What follows belongs to an exercise in optimizing a design on an open flow for small area and a short achievable clock period; a production flow would make more cautious choices.
Power is estimated from default activity; no workload was simulated.

== job 3147 ==
==> module FpAdd, before the edit <==
module FpAdd (
    input             iCLK,
    input      [26:0] iA,
    input      [26:0] iB,
    output reg [26:0] oSum
);
    wire [17:0] L;
    wire [16:0] Y;
    wire [7:0]  d;
    wire        pass, sub;
    wire [7:0]  L_e;
    wire        L_s;
    FpAdd_s1 u_s1 (.iA(iA), .iB(iB), .L(L), .Y(Y), .d(d), .pass(pass),
                   .sub(sub), .L_e(L_e), .L_s(L_s));
    reg [17:0] r_L;
    reg [16:0] r_Y;
    reg [7:0]  r_d;
    reg        r_pass;
    reg        r_sub;
    reg [7:0]  r_e;
    reg        r_s;
    always @(posedge iCLK) begin
        r_L     <= L;
        r_Y     <= Y;
        r_d     <= d;
        r_pass  <= pass;
        r_sub   <= sub;
        r_e     <= L_e;
        r_s     <= L_s;
    end
    wire [20:0] sum;
    wire [4:0]  lz;
    wire        zero;
    FpAdd_s2 u_s2 (.L(r_L), .Y(r_Y), .d(r_d), .pass(r_pass), .sub(r_sub),
                   .L_e(r_e), .sum(sum), .lz(lz), .zero(zero));
    reg [20:0] q_sum;
    reg [4:0]  q_lz;
    reg [7:0]  q_e1;
    reg        q_s;
    reg        q_zero;
    always @(posedge iCLK) begin
        q_sum  <= sum;
        q_lz   <= lz;
        q_e1   <= r_e + 8'd1;
        q_s    <= r_s;
        q_zero <= zero;
    end
    wire [26:0] res;
    FpAdd_s3 u_s3 (.sum(q_sum), .lz(q_lz), .e1(q_e1), .sgn(q_s),
                   .zero(q_zero), .res(res));
    always @*
        oSum = res;
endmodule
==> module FpAdd_s1, before the edit <==
module FpAdd_s1 (
    input  [26:0] iA,
    input  [26:0] iB,
    output [17:0] L,      
    output [16:0] Y,      
    output [7:0]  d,      
    output        pass,   
    output        sub,    
    output [7:0]  L_e,    
    output        L_s     
);
    wire        A_s = iA[26];
    wire [7:0]  A_e = iA[25:18];
    wire        B_s = iB[26];
    wire [7:0]  B_e = iB[25:18];
    assign pass = (A_e == 8'd0) | (B_e == 8'd0);
    wire [7:0]  dAB, dBA;
    wire        A_lt, B_lt;
    FpAdd_esub u_dAB (.a(A_e), .b(B_e), .d(dAB), .lt(A_lt));
    FpAdd_esub u_dBA (.a(B_e), .b(A_e), .d(dBA), .lt(B_lt));
    wire [7:0]  dd  = A_lt ? dBA : dAB;
    wire        tie = (A_e == B_e);
    wire A_larger = ~A_lt & (~tie | (iA[17:1] > iB[17:1]));
    assign L_s = A_larger ? A_s : B_s;
    assign L_e = A_lt ? B_e : A_e;
    assign L   = A_larger ? {iA[17:1], pass & iA[0]} : {iB[17:1], pass & iB[0]};
    assign Y   = A_larger ? iB[17:1] : iA[17:1];
    assign d     = dd;
    assign sub   = A_s ^ B_s;
endmodule
==> module FpAdd_s2, before the edit <==
module FpAdd_s2 (
    input  [17:0] L,
    input  [16:0] Y,
    input  [7:0]  d,
    input         pass,
    input         sub,
    input  [7:0]  L_e,
    output [20:0] sum,
    output reg [4:0] lz,
    output        zero
);
    wire        flush = pass | (d > 8'd35);
    wire [19:0] W = flush ? 20'd0 : ({1'b1, Y, 2'b00} >> d[5:0]);
    reg  [15:0] M;
    integer i;
    always @*
        for (i = 0; i < 16; i = i + 1)
            M[i] = (d[5:0] >= i + 3) & (d[5:0] <= 6'd18);
    wire sticky = ~flush & (|(Y[15:0] & M) |
                            (d[5:0] == 6'd19 & |Y[16:1]) |
                            (d[5:0] >= 6'd20));
    wire [20:0] Lw  = {2'b01, L, 1'b0};
    wire [20:0] y   = {1'b0, W} ^ {21{sub}};
    wire        cin = sub & ~sticky;
    wire [20:0] p   = Lw ^ y;
    reg  [20:0] G, P, Gn, Pn;
    integer k, m;
    always @* begin
        G = Lw & y;
        P = p;
        for (k = 1; k < 21; k = k * 2) begin
            Gn = G; Pn = P;
            for (m = k; m < 21; m = m + 1) begin
                Gn[m] = G[m] | (P[m] & G[m-k]);
                Pn[m] = P[m] & P[m-k];
            end
            G = Gn; P = Pn;
        end
    end
    wire [20:0] c = {G[19:0] | (P[19:0] & {20{cin}}), cin};
    assign sum = p ^ c;
    integer j;
    always @* begin
        lz = 5'd21;
        for (j = 0; j < 21; j = j + 1)
            if (sum[j])
                lz = 5'd20 - j[4:0];
    end
    assign zero = (L_e == 8'd0) | (sum == 21'd0);
endmodule
==> module FpAdd_s3, before the edit <==
module FpAdd_s3 (
    input  [20:0] sum,
    input  [4:0]  lz,
    input  [7:0]  e1,
    input         sgn,
    input         zero,
    output [26:0] res
);
    wire [20:0] norm = sum << lz;
    wire [7:0] t = e1;
    wire [4:0] e_lo;
    wire       e_b;
    FpAdd_sub5 u_elo (.a(t[4:0]), .b(lz), .d(e_lo), .lt(e_b));
    wire [7:0] e_out = {e_b ? t[7:5] - 3'd1 : t[7:5], e_lo};
    assign res = zero ? 27'd0 : {sgn, e_out, norm[19:2]};
endmodule
export LEC_CHECK = 0
export ABC_AREA = 1
export CAP_MARGIN = 20
export CORE_MARGIN = 2
export CORE_UTILIZATION = 40
export SLEW_MARGIN = 20
create_clock -name core_clock -period 10.0 [get_ports {iCLK}]
standard.sh (not shown) runs the stock make flow with config.mk's settings and CLKGATE_MAP_FILE= SYNTH_SCRIPT=/design/flow/synth_recipe.tcl, a recipe that flattens the netlist after the stock synthesis.
==> flow/flow/run.sh <==
#!/bin/bash
# Standard ORFS layout, with two changes: the port buffers are buf_2 cells
# instead of the delay-buffer cell buffer_ports picks by default, and
# repair_timing aims for 5.6 ns of setup slack.
export BUFFER_PORTS_ARGS="-buffer_cell sky130_fd_sc_hd__buf_2"
export SETUP_SLACK_MARGIN=5.6
bash standard.sh > standard.log 2>&1
Relative to job 3147, the following input files were edited for job 829:
diff --git a/flow/design.v b/flow/design.v
--- a/flow/design.v
+++ b/flow/design.v
@@ -3,85 +3,83 @@
     input      [26:0] iA,
     input      [26:0] iB,
     output reg [26:0] oSum
 );
     wire [17:0] L;
     wire [16:0] Y;
-    wire [7:0]  d;
-    wire        pass, sub;
+    wire [5:0]  d;
+    wire        flush, sub;
     wire [7:0]  L_e;
     wire        L_s;
-    FpAdd_s1 u_s1 (.iA(iA), .iB(iB), .L(L), .Y(Y), .d(d), .pass(pass),
+    FpAdd_s1 u_s1 (.iA(iA), .iB(iB), .L(L), .Y(Y), .d(d), .flush(flush),
                    .sub(sub), .L_e(L_e), .L_s(L_s));
     reg [17:0] r_L;
     reg [16:0] r_Y;
-    reg [7:0]  r_d;
-    reg        r_pass;
+    reg [5:0]  r_d;
+    reg        r_flush;
     reg        r_sub;
     reg [7:0]  r_e;
     reg        r_s;
     always @(posedge iCLK) begin
         r_L     <= L;
         r_Y     <= Y;
         r_d     <= d;
-        r_pass  <= pass;
+        r_flush <= flush;
         r_sub   <= sub;
         r_e     <= L_e;
         r_s     <= L_s;
     end
     wire [20:0] sum;
     wire [4:0]  lz;
-    wire        zero;
-    FpAdd_s2 u_s2 (.L(r_L), .Y(r_Y), .d(r_d), .pass(r_pass), .sub(r_sub),
-                   .L_e(r_e), .sum(sum), .lz(lz), .zero(zero));
+    FpAdd_s2 u_s2 (.L(r_L), .Y(r_Y), .d(r_d), .flush(r_flush), .sub(r_sub),
+                   .sum(sum), .lz(lz));
     reg [20:0] q_sum;
     reg [4:0]  q_lz;
-    reg [7:0]  q_e1;
+    reg [7:0]  q_e;
     reg        q_s;
-    reg        q_zero;
     always @(posedge iCLK) begin
         q_sum  <= sum;
         q_lz   <= lz;
-        q_e1   <= r_e + 8'd1;
+        q_e    <= r_e;
         q_s    <= r_s;
-        q_zero <= zero;
     end
     wire [26:0] res;
-    FpAdd_s3 u_s3 (.sum(q_sum), .lz(q_lz), .e1(q_e1), .sgn(q_s),
-                   .zero(q_zero), .res(res));
+    FpAdd_s3 u_s3 (.sum(q_sum), .lz(q_lz), .L_e(q_e), .sgn(q_s),
+                   .res(res));
     always @*
         oSum = res;
 endmodule
 module FpAdd_s1 (
     input  [26:0] iA,
     input  [26:0] iB,
     output [17:0] L,      
     output [16:0] Y,      
-    output [7:0]  d,      
-    output        pass,   
+    output [5:0]  d,      
+    output        flush,  
     output        sub,    
     output [7:0]  L_e,    
     output        L_s     
 );
     wire        A_s = iA[26];
     wire [7:0]  A_e = iA[25:18];
     wire        B_s = iB[26];
     wire [7:0]  B_e = iB[25:18];
-    assign pass = (A_e == 8'd0) | (B_e == 8'd0);
+    wire pass = (A_e == 8'd0) | (B_e == 8'd0);
     wire [7:0]  dAB, dBA;
     wire        A_lt, B_lt;
     FpAdd_esub u_dAB (.a(A_e), .b(B_e), .d(dAB), .lt(A_lt));
     FpAdd_esub u_dBA (.a(B_e), .b(A_e), .d(dBA), .lt(B_lt));
     wire [7:0]  dd  = A_lt ? dBA : dAB;
     wire        tie = (A_e == B_e);
     wire A_larger = ~A_lt & (~tie | (iA[17:1] > iB[17:1]));
     assign L_s = A_larger ? A_s : B_s;
     assign L_e = A_lt ? B_e : A_e;
     assign L   = A_larger ? {iA[17:1], pass & iA[0]} : {iB[17:1], pass & iB[0]};
     assign Y   = A_larger ? iB[17:1] : iA[17:1];
-    assign d     = dd;
+    assign d     = dd[5:0];
+    assign flush = pass | (dd > 8'd35);
     assign sub   = A_s ^ B_s;
 endmodule
 module FpAdd_esub (
     input  [7:0] a,
     input  [7:0] b,
     output [7:0] d,
@@ -105,30 +103,27 @@
     assign d  = p ^ G[7:0];
     assign lt = ~G[8];
 endmodule
 module FpAdd_s2 (
     input  [17:0] L,
     input  [16:0] Y,
-    input  [7:0]  d,
-    input         pass,
+    input  [5:0]  d,
+    input         flush,
     input         sub,
-    input  [7:0]  L_e,
     output [20:0] sum,
-    output reg [4:0] lz,
-    output        zero
+    output reg [4:0] lz    
 );
-    wire        flush = pass | (d > 8'd35);
-    wire [19:0] W = flush ? 20'd0 : ({1'b1, Y, 2'b00} >> d[5:0]);
+    wire [19:0] W = flush ? 20'd0 : ({1'b1, Y, 2'b00} >> d);
     reg  [15:0] M;
     integer i;
     always @*
         for (i = 0; i < 16; i = i + 1)
-            M[i] = (d[5:0] >= i + 3) & (d[5:0] <= 6'd18);
+            M[i] = (d >= i + 3) & (d <= 6'd18);
     wire sticky = ~flush & (|(Y[15:0] & M) |
-                            (d[5:0] == 6'd19 & |Y[16:1]) |
-                            (d[5:0] >= 6'd20));
+                            (d == 6'd19 & |Y[16:1]) |
+                            (d >= 6'd20));
     wire [20:0] Lw  = {2'b01, L, 1'b0};
     wire [20:0] y   = {1'b0, W} ^ {21{sub}};
     wire        cin = sub & ~sticky;
     wire [20:0] p   = Lw ^ y;
     reg  [20:0] G, P, Gn, Pn;
     integer k, m;
@@ -150,24 +145,23 @@
     always @* begin
         lz = 5'd21;
         for (j = 0; j < 21; j = j + 1)
             if (sum[j])
                 lz = 5'd20 - j[4:0];
     end
-    assign zero = (L_e == 8'd0) | (sum == 21'd0);
 endmodule
 module FpAdd_s3 (
     input  [20:0] sum,
     input  [4:0]  lz,
-    input  [7:0]  e1,
+    input  [7:0]  L_e,
     input         sgn,
-    input         zero,
     output [26:0] res
 );
+    wire zero = (lz == 5'd21) | (L_e == 8'd0);
     wire [20:0] norm = sum << lz;
-    wire [7:0] t = e1;
+    wire [7:0] t = L_e + 8'd1;
     wire [4:0] e_lo;
     wire       e_b;
     FpAdd_sub5 u_elo (.a(t[4:0]), .b(lz), .d(e_lo), .lt(e_b));
     wire [7:0] e_out = {e_b ? t[7:5] - 3'd1 : t[7:5], e_lo};
     assign res = zero ? 27'd0 : {sgn, e_out, norm[19:2]};
 endmodule
- Job 829 ran to completion and came out clean on the timing, design-rule and antenna checks.
- As far as total non-filler cell area in the finished layout is concerned, job 3147 and job 829 perform about the same.
- Portion of the clock cycle consumed by the worst path in the final layout ended up 0.50 points higher on job 829 than on job 3147.
- Between job 829 and job 3147, the layout overhead on the synthesized area figures differ only marginally.
- Share of post-route cells with drive strength above 1 sits higher in job 829 than in job 3147.
- The timing startpoint of the critical path comes out q_lz[1] in one run and q_e[0] in the other, namely in job 3147 and job 829 respectively.
- Diff job 829..job 3147 | final wirelength | negligible
- Maximum net fanout on the critical path, job 829 and job 3147, higher one = job 3147.
- Compared with job 3147, routed wire length on met2 in job 829 decreased slightly.
- Diff job 829..job 3147 | number of inserted diodes | negligible
- Between job 3147 and job 829, overall power after layout decreased.
- Going from job 3147 to job 829, path length in cells of the critical path has decreased; effective utilization at floorplan flat; worst-case hold slack fell by 0.032 ns.
- Clock power: job 829 and job 3147 compared, lower one is job 3147
- Looking at static leakage power, job 829 sits 1.1% higher than job 3147 does.
No run of this note included a check of the RTL's function; only the layout flow was run.

## port drivers added, routing unchanged
In the flow no input, the clock included, has a driving cell. The finished layouts below were timed again as built, in two steps.
Step 1 (the two cells are an assumption about what drives the block):
set clk [get_ports {iCLK}]
set_driving_cell -lib_cell sky130_fd_sc_hd__clkbuf_16 $clk
set_driving_cell -lib_cell sky130_fd_sc_hd__buf_2 [delete_from_list [all_inputs] $clk]
Step 2 times the ports against the registers' clock, not the clock port: input delays grow and output delays shrink by t, the midpoint of the rising clock arrivals with the driver on.
Three values: ideal ports, drivers, drivers and shift; two values: the first two.
| run | t, ns | slack for setup (ns) | worst slew at a driven data input, ns |
|---|---|---|---|
| job 3147 | 0.386 | 5.706 / 5.668 / 5.418 | 0.04 |
| job 829 | 0.390 | 5.656 / 5.612 / 5.315 | 0.03 |
After both steps every run listed still meets setup and hold. The setup slack of job 829, which loses most, moves by -0.044 ns with the drivers and by -0.341 ns with both steps.
